Background: an optimization exercise with open tools, aiming at small area. Do not read the settings as production practice.
For this run, only the layout was checked, not whether the RTL still works.
Power is estimated from default activity; no workload was simulated.

### design/flow/design.v
`timescale 1ns / 1ps
module UDP_Packet_Sender(
									clk,rst,
									SRC_PORT,
									DST_PORT,
									DST_MAC,
									Dst_IP,Local_IP,
									StartUDPSend,
									UserDaPacketLen,
									UserDaFifoRd,
									UserDaFifoDout,
									Mac_tx_data,
									Mac_tx_mod,
									Mac_tx_sop,
									Mac_tx_eop,
									Mac_tx_wren,
									Mac_tx_rdy);
input								clk,rst;
input				[15:0]		SRC_PORT,DST_PORT;
input				[47:0]		DST_MAC;
input				[31:0]		Dst_IP,Local_IP;
input								StartUDPSend; 
input				[15:0]		UserDaPacketLen; 
output reg						UserDaFifoRd; 
input				[31:0]		UserDaFifoDout; 
output reg		[31:0]		Mac_tx_data; 
output reg		[1:0]			Mac_tx_mod; 
output reg						Mac_tx_sop; 
output reg						Mac_tx_eop; 
output reg						Mac_tx_wren; 
input								Mac_tx_rdy; 
localparam				INIT				  =	0;
localparam				SP0				  =	1;
localparam				SP1				  =	2;
localparam				SP2				  =	3;
localparam				SP3				  =	4;
localparam				SP4				  =	5;
localparam				SP5				  =	6;
localparam				SP6				  =	7;
localparam				SP7				  =	8;
localparam				SP8				  =	9;
localparam				SP9				  =	10;
localparam				SP10				  =	11;
localparam				SP11				  =	12;
localparam				SPn				  =	13;
localparam [15:0]   UDP_CHECKSUM        = 16'h0000;
reg		[3:0]	 state,next_state;
reg		[15:0]	 ByteCnt;
wire    [15:0]  ip_total_length;
wire    [15:0]  udp_length;
wire    [31:0]  ip_word_0;
wire    [31:0]  ip_word_1;
wire    [31:0]  ip_word_2;
wire    [31:0]  ip_word_3;
wire    [31:0]  ip_word_4;
wire    [31:0]  udp_word_0;
wire    [31:0]  udp_word_1;
reg     [16:0]  ip_header_sum_0;
reg     [16:0]  ip_header_sum_1;
reg     [16:0]  ip_header_sum_2;
reg     [16:0]  ip_header_sum_3;
reg     [16:0]  ip_header_sum_4;
reg     [17:0]  ip_header_sum_a;
reg     [17:0]  ip_header_sum_b;
reg     [18:0]  ip_header_sum_c;
reg     [19:0]  ip_header_sum_d;
reg     [19:0]  ip_header_sum_e;
wire    [15:0]  ip_header_carry_sum;
wire    [15:0]  ip_header_checksum;
wire    [31:0]  packet_word_0;
wire    [31:0]  packet_word_1;
wire    [31:0]  packet_word_2;
wire    [31:0]  packet_word_3;
wire    [31:0]  packet_word_4;
wire    [31:0]  packet_word_5;
wire    [31:0]  packet_word_6;
wire    [31:0]  packet_word_7;
wire    [31:0]  packet_word_8;
wire    [31:0]  packet_word_9;
wire    [31:0]  packet_word_10;
wire	  [47:0]	 Dst_MAC,Src_MAC;
reg	  [1:0]	 UserFifoDaRdyNum;
reg	  [15:0]	 LastByteLen;	
reg				 FifoRdStoped;
reg		[15:0]	IP_IDENTIFICATION;
assign udp_length           = UserDaPacketLen + 16'd8;
assign ip_total_length      = udp_length + 16'd20; 
assign ip_header_carry_sum  = (ip_header_sum_e[15:0]) + ({{12{1'b0}}, ip_header_sum_e[19:16]});
assign ip_header_checksum   = ~ip_header_carry_sum;
assign		Dst_MAC=DST_MAC;
assign		Src_MAC=48'h5c_63_bf_41_6c_6a;
assign ip_word_0    = {4'h4, 4'h5, 8'h0, ip_total_length};
assign ip_word_1    = {IP_IDENTIFICATION, 3'h2, 13'h0};
assign ip_word_2    = {8'h80, 8'h11, ip_header_checksum};
assign ip_word_3    = Local_IP;
assign ip_word_4    = Dst_IP;
assign udp_word_0   = {SRC_PORT, DST_PORT};
assign udp_word_1   = {udp_length, UDP_CHECKSUM};
assign packet_word_0    = {16'h0000,Dst_MAC[47:32]};
assign packet_word_1    = Dst_MAC[31:0];
assign packet_word_2    = Src_MAC[47:16];
assign packet_word_3    = {Src_MAC[15:0],16'h0800};
assign packet_word_4    = ip_word_0;
assign packet_word_5    = ip_word_1;
assign packet_word_6    = ip_word_2;
assign packet_word_7    = ip_word_3;
assign packet_word_8    = ip_word_4;
assign packet_word_9    = udp_word_0;
assign packet_word_10   = udp_word_1;
always @ (posedge clk or posedge rst)
begin
    if(rst) begin
        ip_header_sum_0 <= 0;
        ip_header_sum_1 <= 0;
        ip_header_sum_2 <= 0;
        ip_header_sum_3 <= 0;
        ip_header_sum_4 <= 0;
        ip_header_sum_a <= 0;
        ip_header_sum_b <= 0;
        ip_header_sum_c <= 0;
        ip_header_sum_d <= 0;
    end
    else begin
        ip_header_sum_0 <= ip_word_0[31:16] + ip_word_0[15:0];
        ip_header_sum_1 <= ip_word_1[31:16] + ip_word_1[15:0];
        ip_header_sum_2 <= ip_word_2[31:16] + 17'h0;
        ip_header_sum_3 <= ip_word_3[31:16] + ip_word_3[15:0];
        ip_header_sum_4 <= ip_word_4[31:16] + ip_word_4[15:0];
        ip_header_sum_a <= ip_header_sum_0 + ip_header_sum_1;
        ip_header_sum_b <= ip_header_sum_3 + ip_header_sum_4;
        ip_header_sum_c <= ip_header_sum_a + ip_header_sum_b;
        ip_header_sum_d <= ip_header_sum_2 + ip_header_sum_c;
		  ip_header_sum_e<=(ip_header_sum_d[15:0]) + ip_header_sum_d[19:16];
    end
end
always@(*)begin
	next_state=state;
	case(state)
		INIT:
			if(StartUDPSend && Mac_tx_rdy) 
				next_state=SP1;
		SP1:
			if(Mac_tx_rdy)
				next_state=SP2;
		SP2:
			if(Mac_tx_rdy)
				next_state=SP3;
		SP3:
			if(Mac_tx_rdy)
				next_state=SP4;
		SP4:
			if(Mac_tx_rdy)
				next_state=SP5;
		SP5:
			if(Mac_tx_rdy)
				next_state=SP6;
		SP6:
			if(Mac_tx_rdy)
				next_state=SP7;
		SP7:if(Mac_tx_rdy)
				next_state=SP8;
		SP8:if(Mac_tx_rdy)
				next_state=SP9;
		SP9:
			if(Mac_tx_rdy)
				next_state=SP10;
		SP10:
			if(Mac_tx_rdy && UserFifoDaRdyNum==2'b00)
				next_state=INIT;
			else if(Mac_tx_rdy)
				next_state=SPn;
		SPn:
			if(Mac_tx_rdy && UserFifoDaRdyNum==2'b01)
				next_state=INIT;
	endcase
end
always@(posedge clk or posedge rst)
	if(rst)
		state<=INIT;
	else 
		state<=next_state;
always@(posedge clk or posedge rst)
	if(rst)begin
		UserDaFifoRd<=1'b0;
		Mac_tx_data<=32'h0;
		Mac_tx_mod<=2'b00;
		Mac_tx_sop<=1'b0;
		Mac_tx_eop<=1'b0;
		Mac_tx_wren<=1'b0;
		FifoRdStoped<=1'b0;
		UserFifoDaRdyNum<=2'b00;
		IP_IDENTIFICATION<=16'h0;
	end
	else case(state)
		INIT:
			if(StartUDPSend && Mac_tx_rdy)begin
				Mac_tx_data<=packet_word_0;
				IP_IDENTIFICATION<=IP_IDENTIFICATION+1'b1;
				ByteCnt<=UserDaPacketLen; 
				Mac_tx_mod<=2'b00;
				Mac_tx_sop<=1'b1;
				Mac_tx_eop<=1'b0;
				Mac_tx_wren<=1'b1;
				LastByteLen<=16'h0;
			end
			else begin
				Mac_tx_data<=32'h0;
				Mac_tx_mod<=2'b00;
				Mac_tx_sop<=1'b0;
				Mac_tx_eop<=1'b0;
				Mac_tx_wren<=1'b0;
			end
		SP1:
			if( Mac_tx_rdy)begin
				Mac_tx_data<=packet_word_1;
				Mac_tx_mod<=2'b00;
				Mac_tx_sop<=1'b0;
				Mac_tx_eop<=1'b0;
				Mac_tx_wren<=1'b1;
			end
			else begin
				Mac_tx_data<=32'h0;
				Mac_tx_mod<=2'b00;
				Mac_tx_sop<=1'b0;
				Mac_tx_eop<=1'b0;
				Mac_tx_wren<=1'b0;
			end
		SP2:
			if( Mac_tx_rdy)begin
				Mac_tx_data<=packet_word_2;
				Mac_tx_mod<=2'b00;
				Mac_tx_sop<=1'b0;
				Mac_tx_eop<=1'b0;
				Mac_tx_wren<=1'b1;
			end
			else begin
				Mac_tx_data<=32'h0;
				Mac_tx_mod<=2'b00;
				Mac_tx_sop<=1'b0;
				Mac_tx_eop<=1'b0;
				Mac_tx_wren<=1'b0;
			end
		SP3:
			if( Mac_tx_rdy)begin
				Mac_tx_data<=packet_word_3;
				Mac_tx_mod<=2'b00;
				Mac_tx_sop<=1'b0;
				Mac_tx_eop<=1'b0;
				Mac_tx_wren<=1'b1;
			end
			else begin
				Mac_tx_data<=32'h0;
				Mac_tx_mod<=2'b00;
				Mac_tx_sop<=1'b0;
				Mac_tx_eop<=1'b0;
				Mac_tx_wren<=1'b0;
			end
		SP4:
			if( Mac_tx_rdy)begin
				Mac_tx_data<=packet_word_4;
				Mac_tx_mod<=2'b00;
				Mac_tx_sop<=1'b0;
				Mac_tx_eop<=1'b0;
				Mac_tx_wren<=1'b1;
			end
			else begin
				Mac_tx_data<=32'h0;
				Mac_tx_mod<=2'b00;
				Mac_tx_sop<=1'b0;
				Mac_tx_eop<=1'b0;
				Mac_tx_wren<=1'b0;
			end
		SP5:
			if( Mac_tx_rdy)begin
				Mac_tx_data<=packet_word_5;
				Mac_tx_mod<=2'b00;
				Mac_tx_sop<=1'b0;
				Mac_tx_eop<=1'b0;
				Mac_tx_wren<=1'b1;
			end
			else begin
				Mac_tx_data<=32'h0;
				Mac_tx_mod<=2'b00;
				Mac_tx_sop<=1'b0;
				Mac_tx_eop<=1'b0;
				Mac_tx_wren<=1'b0;
			end
		SP6:
			if( Mac_tx_rdy)begin
				Mac_tx_data<=packet_word_6;
				Mac_tx_mod<=2'b00;
				Mac_tx_sop<=1'b0;
				Mac_tx_eop<=1'b0;
				Mac_tx_wren<=1'b1;
			end
			else begin
				Mac_tx_data<=32'h0;
				Mac_tx_mod<=2'b00;
				Mac_tx_sop<=1'b0;
				Mac_tx_eop<=1'b0;
				Mac_tx_wren<=1'b0;
			end
		SP7:
			if( Mac_tx_rdy)begin
				Mac_tx_data<=packet_word_7;
				Mac_tx_mod<=2'b00;
				Mac_tx_sop<=1'b0;
				Mac_tx_eop<=1'b0;
				Mac_tx_wren<=1'b1;
			end
			else begin
				Mac_tx_data<=32'h0;
				Mac_tx_mod<=2'b00;
				Mac_tx_sop<=1'b0;
				Mac_tx_eop<=1'b0;
				Mac_tx_wren<=1'b0;
			end
		SP8:
			if( Mac_tx_rdy)begin
				Mac_tx_data<=packet_word_8;
				Mac_tx_mod<=2'b00;
				Mac_tx_sop<=1'b0;
				Mac_tx_eop<=1'b0;
				Mac_tx_wren<=1'b1;
			end
			else begin
				Mac_tx_data<=32'h0;
				Mac_tx_mod<=2'b00;
				Mac_tx_sop<=1'b0;
				Mac_tx_eop<=1'b0;
				Mac_tx_wren<=1'b0;
			end
		SP9:begin
			if( Mac_tx_rdy)begin
				Mac_tx_data<=packet_word_9;
				Mac_tx_mod<=2'b00;
				Mac_tx_sop<=1'b0;
				Mac_tx_eop<=1'b0;
				Mac_tx_wren<=1'b1;
			end
			else begin
				Mac_tx_data<=32'h0;
				Mac_tx_mod<=2'b00;
				Mac_tx_sop<=1'b0;
				Mac_tx_eop<=1'b0;
				Mac_tx_wren<=1'b0;
			end
			if(Mac_tx_rdy && ByteCnt>16'h0)begin
				UserDaFifoRd<=1'b1;
				UserFifoDaRdyNum<=2'b01;
			end
			else 
				UserFifoDaRdyNum<=2'b00;
			if(ByteCnt>16'h3 && Mac_tx_rdy)
				ByteCnt<=ByteCnt-16'h4;
			else if(Mac_tx_rdy)
				ByteCnt<=16'h0;
			if(Mac_tx_rdy && ByteCnt>16'h0)
				LastByteLen<=ByteCnt;
		end
		SP10:begin
			if( Mac_tx_rdy && UserFifoDaRdyNum==2'b00)begin
				Mac_tx_data<=packet_word_10;
				Mac_tx_mod<=2'b00;
				Mac_tx_sop<=1'b0;
				Mac_tx_eop<=1'b1;
				Mac_tx_wren<=1'b1;
			end
			else if(Mac_tx_rdy)begin
				Mac_tx_data<=packet_word_10;
				Mac_tx_mod<=2'b00;
				Mac_tx_sop<=1'b0;
				Mac_tx_eop<=1'b0;
				Mac_tx_wren<=1'b1;
			end
			else begin
				Mac_tx_data<=32'h0;
				Mac_tx_mod<=2'b00;
				Mac_tx_sop<=1'b0;
				Mac_tx_eop<=1'b0;
				Mac_tx_wren<=1'b0;
			end
			if(Mac_tx_rdy && ByteCnt>16'h0)begin
				UserDaFifoRd<=1'b1;
				UserFifoDaRdyNum<=2'b10;
			end
			else begin
				UserDaFifoRd<=1'b0;
				UserFifoDaRdyNum<=2'b01;
			end
			if(ByteCnt>16'h3 && Mac_tx_rdy)
				ByteCnt<=ByteCnt-16'h4;
			else if(Mac_tx_rdy)
				ByteCnt<=16'h0;
			if(Mac_tx_rdy && ByteCnt>16'h0)
				LastByteLen<=ByteCnt;
		end
		SPn:begin
			if(Mac_tx_rdy && UserFifoDaRdyNum==2'b01)begin
				Mac_tx_data<=FifoRdStoped ? Mac_tx_data : UserDaFifoDout;
				Mac_tx_sop<=1'b0;
				Mac_tx_eop<=1'b1;
				Mac_tx_wren<=1'b1;
				if(LastByteLen==16'h3)
					Mac_tx_mod<=2'b01;
				else if(LastByteLen==16'h2)
					Mac_tx_mod<=2'b10;
				else if(LastByteLen==16'h1)
					Mac_tx_mod<=2'b11;
				else
					Mac_tx_mod<=2'b00;
			end
			else if(Mac_tx_rdy)begin
				Mac_tx_data<= FifoRdStoped ? Mac_tx_data : UserDaFifoDout;
				Mac_tx_mod<=2'b00;
				Mac_tx_sop<=1'b0;
				Mac_tx_eop<=1'b0;
				Mac_tx_wren<=1'b1;
			end
			else if(FifoRdStoped==1'b0) begin
				Mac_tx_data<=UserDaFifoDout;
				Mac_tx_mod<=2'b00;
				Mac_tx_sop<=1'b0;
				Mac_tx_eop<=1'b0;
				Mac_tx_wren<=1'b0;
			end
			if(Mac_tx_rdy && ByteCnt>16'h0)begin
				UserDaFifoRd<=1'b1;
				FifoRdStoped<=1'b0;
				UserFifoDaRdyNum<=2'b10;
			end
			else if(Mac_tx_rdy)begin
				UserDaFifoRd<=1'b0;
				FifoRdStoped<=1'b0;
				UserFifoDaRdyNum<=UserFifoDaRdyNum-1'b1;
			end
			else begin
				UserDaFifoRd<=1'b0;
				FifoRdStoped<=1'b1;
			end
			if(ByteCnt>16'h3 && Mac_tx_rdy)
				ByteCnt<=ByteCnt-16'h4;
			else if(Mac_tx_rdy)
				ByteCnt<=16'h0;
			if(Mac_tx_rdy && ByteCnt>16'h0)
				LastByteLen<=ByteCnt;
		end
	endcase
endmodule	
### design/flow/run.sh
#!/bin/bash
# synth_recipe.tcl (not shown) runs the flow's synth.tcl, then flattens the netlist and writes it again
# the make line also repeats each setting of config.mk as NAME=value (left out here)
make -C /OpenROAD-flow-scripts/flow DESIGN_CONFIG=/design/flow/config.mk WORK_HOME=/design/flow/orfs CLKGATE_MAP_FILE= SYNTH_SCRIPT=/design/flow/synth_recipe.tcl finish
### design/flow/config.mk
export PLATFORM = sky130hd
export DESIGN_NAME = UDP_Packet_Sender
export DESIGN_NICKNAME = UDP_Packet_Sender
export VERILOG_FILES = /design/flow/design.v
export SDC_FILE = /design/flow/constraint.sdc
export NUM_CORES = 4
export LEC_CHECK = 0
export CAP_MARGIN = 20
export CORE_MARGIN = 2
export CORE_UTILIZATION = 40
export PLACE_DENSITY = 0.6
export SLEW_MARGIN = 20
### design/flow/constraint.sdc
create_clock -name core_clock -period 6.0 [get_ports {clk}]
set_input_delay 1.2000 -clock core_clock [delete_from_list [all_inputs] [get_ports {clk}]]
set_output_delay 1.2000 -clock core_clock [all_outputs]
set_load 0.01 [all_outputs]
==> run summary <==
* Status: timing/DRC/antenna clean
* Core area at 37700 um2
* Clk_skew at 9.97 ps
* Worst-margin pin slew at 1010 ps
* Syn Inst Count at 1548
* CTS Hold Buffers Added at 0
* Post-Syn Nets at 1859
* Met3 Use GR at 4.66%
* Design area at 19100 um2
* Detailed Routing Iterations Pass 1 at 8
* RSZ-0062 raised after global routing: no
* Top_reg_cell synth: dfrtp_1
* Final min period at 3660 ps
* VDD IR max at 0.000259 V
* Netlist Area Pre-Place at 15300 um2
* Skew-Pair Late Insertion Delay at 560 ps
* Rows at 71
* Synth warnings at 1
* Reg clk slew, reported paths at 60 ps
* Leak pwr at 7.92 nW
* Clock Sinks at 254
* Post-layout util at 50.7%
* Most numerous cell in the Yosys netlist: dfrtp_1
* Tcrit/Tclk final at 61.1%
* Post-layout net count at 2090
* IO Pins at 234
* Post-CTS sizing at 0
* Unique masters post-synth at 86
* Post-route DRC at 0
* Critical path class: reg2reg
* CP endpoint kind: flop
* Max Root-Sink Buffers at 3
* Largest net degree at the start of global routing at 149
* First-pass GRT wire length at 83100 um
* CTS tree: yes
* Met1 Usage GRT at 37.2%
* H-tree depth at 1
* Port buffer count at 233
* HPWL Detailed at 44600 um
* Cts bufs inserted at 29
* GP Congestion at 0.966
* Final number of setup-violating endpoints at 0
* Initial antenna violation count at 2
* Fin. Hold Viols at 0
* Synth area leaders: dfrtp_1 34%, edfxtp_1 9.6%, ha_1 8.9%
* GR peak layer: met2
* Maxcap violations at 0
* Final TNS setup at 0 ps
* Required @ worst endpoint at 6440 ps
* CTS Root Cell: clkbuf_16
* DRT iter0 DRCs at 1338
* N_diodes at 0
* DIE HEIGHT at 200 um
* Worst min-delay path class: reg2reg
* Slew HR at 32.8%
* Number of synthesized flops with an enable pin at 49
* Final Max Tran Viols at 0
* Pwr Total at 0.00827 W
* Starting Density at 40.6%
* Post-synthesis sequential area ratio at 43.2%
* Number of global-route vias before repair at 13300
* Postcts setup bufs at 0
* Hold Slack at 455 ps
* Gr usage total at 28.5%
* Crit path DAT at 4100 ps
* Max FO, Critical Path at 29
* Die area at 39800 um2
* Highest clock rate at 273 MHz
* Synth Area per Inst at 9.88 um2
* Overflow after GRT at 0
* P&R area growth vs syn at 24.8%
* Synth area leader: dfrtp_1
* Via count at 13200
* Drt total wl at 56200 um
* Layout cells sized above 1 at 5.56%
* Die X at 200 um
* Async set-reset flop share out of synthesis at 80.7%
* Antenna-violating nets left at 0
* Met2 usage at 46.0%
* Worst setup SP type: flop
* Placement-stage cell area at 18200 um2
* Wire per inst at 24.3 um
* Pwr Density at 433 nW/um2
* Post-synthesis register bit count at 254
* Synth top area share at 33.5%
* Vias/cell at 5.71
* Post-synth top cells: 205 x dfrtp_1, 122 x nand2_1, 118 x xnor2_1, 110 x a21oi_1, 109 x ha_1
==> logic make-up after synthesis <==
| family | count (synthesis) | synth area share [%] |
|---|---|---|
| AND/OR/NAND/NOR | 440 | 14.4 |
| XOR/XNOR | 168 | 9.72 |
| buffers and inverters | 125 | 3.40 |
| AO/OA/AOI/OAI | 427 | 18.2 |
| multiplexers | 18 | 1.37 |
| adder cells (fa/ha/maj) | 115 | 9.70 |
| flip-flops | 254 | 43.2 |
| other | 1 | 0.0245 |
==> critical path: stages (launching register included) <==
cell and delay [ps]:
dfrtp_1 430, inv_1 120, ha_1 670, inv_1 210, o21ai_0 690, o21ai_2 80, buf_4 280, a21oi_1 480
nand3_1 190, a221oi_1 320, nor2_1 80
==> layer usage <==
metal	vias up	part of all wire [%]
met3	124	7.2
met4	2	5.3
met5	-	0.020
met1	6419	42
li1	6081	-
met2	563	46
==> cell type report <==
type / count / area (um2)
clock buffer: 39 / 783
multi-input combinational: 1169 / 8180
fill: 3542 / 18600
inverter: 72 / 274
timing repair buffer: 253 / 2490
clock inverter: 13 / 114
tap: 511 / 639
sequential: 254 / 6600
==> state kept, by name, summed over array words and instances (netlist names), 2 cells and up <==
signal and count:
ip_header_sum_3 17, Mac_tx_data 32, Mac_tx_mod 2, LastByteLen 16, ip_header_sum_4 17, ip_header_sum_d 20, ip_header_sum_c 19, state 4
ip_header_sum_a 18, ip_header_sum_e 17, ip_header_sum_b 18, ip_header_sum_0 17, ByteCnt 16, ip_header_sum_1 17, IP_IDENTIFICATION 16, UserFifoDaRdyNum 2
==> final timing paths <==
check                                     from                  end  slack [ps]  cells past startpoint
max                                   state[3]      Mac_tx_data[12]        2340                     10
min in group asynchronous                  rst      Mac_tx_data[15]        1120                      2
max in group asynchronous                  rst       Mac_tx_data[3]        3350                      4
min reg2reg                ip_header_sum_c[18]  ip_header_sum_d[18]         460                      1
max reg2reg                           state[3]      Mac_tx_data[12]        2340                     10
min                        ip_header_sum_c[18]  ip_header_sum_d[18]         460                      1
==> metrics by stage <==
step | setup slack, ps | std cells
2_1_floorplan | 787 | 1548
3_3_place_gp | 1940 | 2258
3_5_place_dp | 1840 | 2258
4_1_cts | 2430 | 2310
5_1_grt | 2060 | 2311
6_report | 2340 | 2311
==> layout by cell type, fill, tap and decap left out, drive strengths merged, types with 48 or more instances in the layout <==
master | Yosys | routed
xnor2 | 120 | 120
ha | 109 | 109
xor2 | 48 | 48
nor2 | 103 | 103
nand3 | 50 | 50
inv | 72 | 72
edfxtp | 49 | 49
o21ai | 103 | 103
clkdlybuf4s50 | 0 | 233
a21oi | 112 | 112
nand2 | 124 | 124
dfrtp | 205 | 205
==> power breakdown <==
group          total (W)  switching (W)  internal (W)
Sequential       0.00271       0.000367       0.00234
Clock            0.00171       0.000717      0.000993
Combinational    0.00385        0.00233       0.00153
Total            0.00827        0.00341       0.00486

## re-timing with driven ports
In the flow no input, the clock included, has a driving cell. The finished layout below was timed again as built, in two steps.
Step 1 sets driving cells, clkbuf_16 on the clock port and buf_2 on the other inputs (assumed; they add their load-dependent delay and slew).
Step 2 adds t to the input delays and takes it off the output delays; t is the mean of the earliest and latest rising clock arrival at the registers after step 1. Input paths then give back, and output paths get back, about the clock's delay inside the block.
Three values: no drivers, after step 1, after step 2; two values: the first two.
t, ns: 0.618
slack for setup (ns): 2.336 / 2.336 / 1.781
hold WS [ns]: 0.455 / 0.455 / 0.455
clock arrival spread, ns: 0.013 / 0.012
cell pins on the clock port's net: 1
After both steps this run still meets setup and hold. The setup slack of this run moves by 0.000 ns with the drivers and by -0.555 ns with both steps.
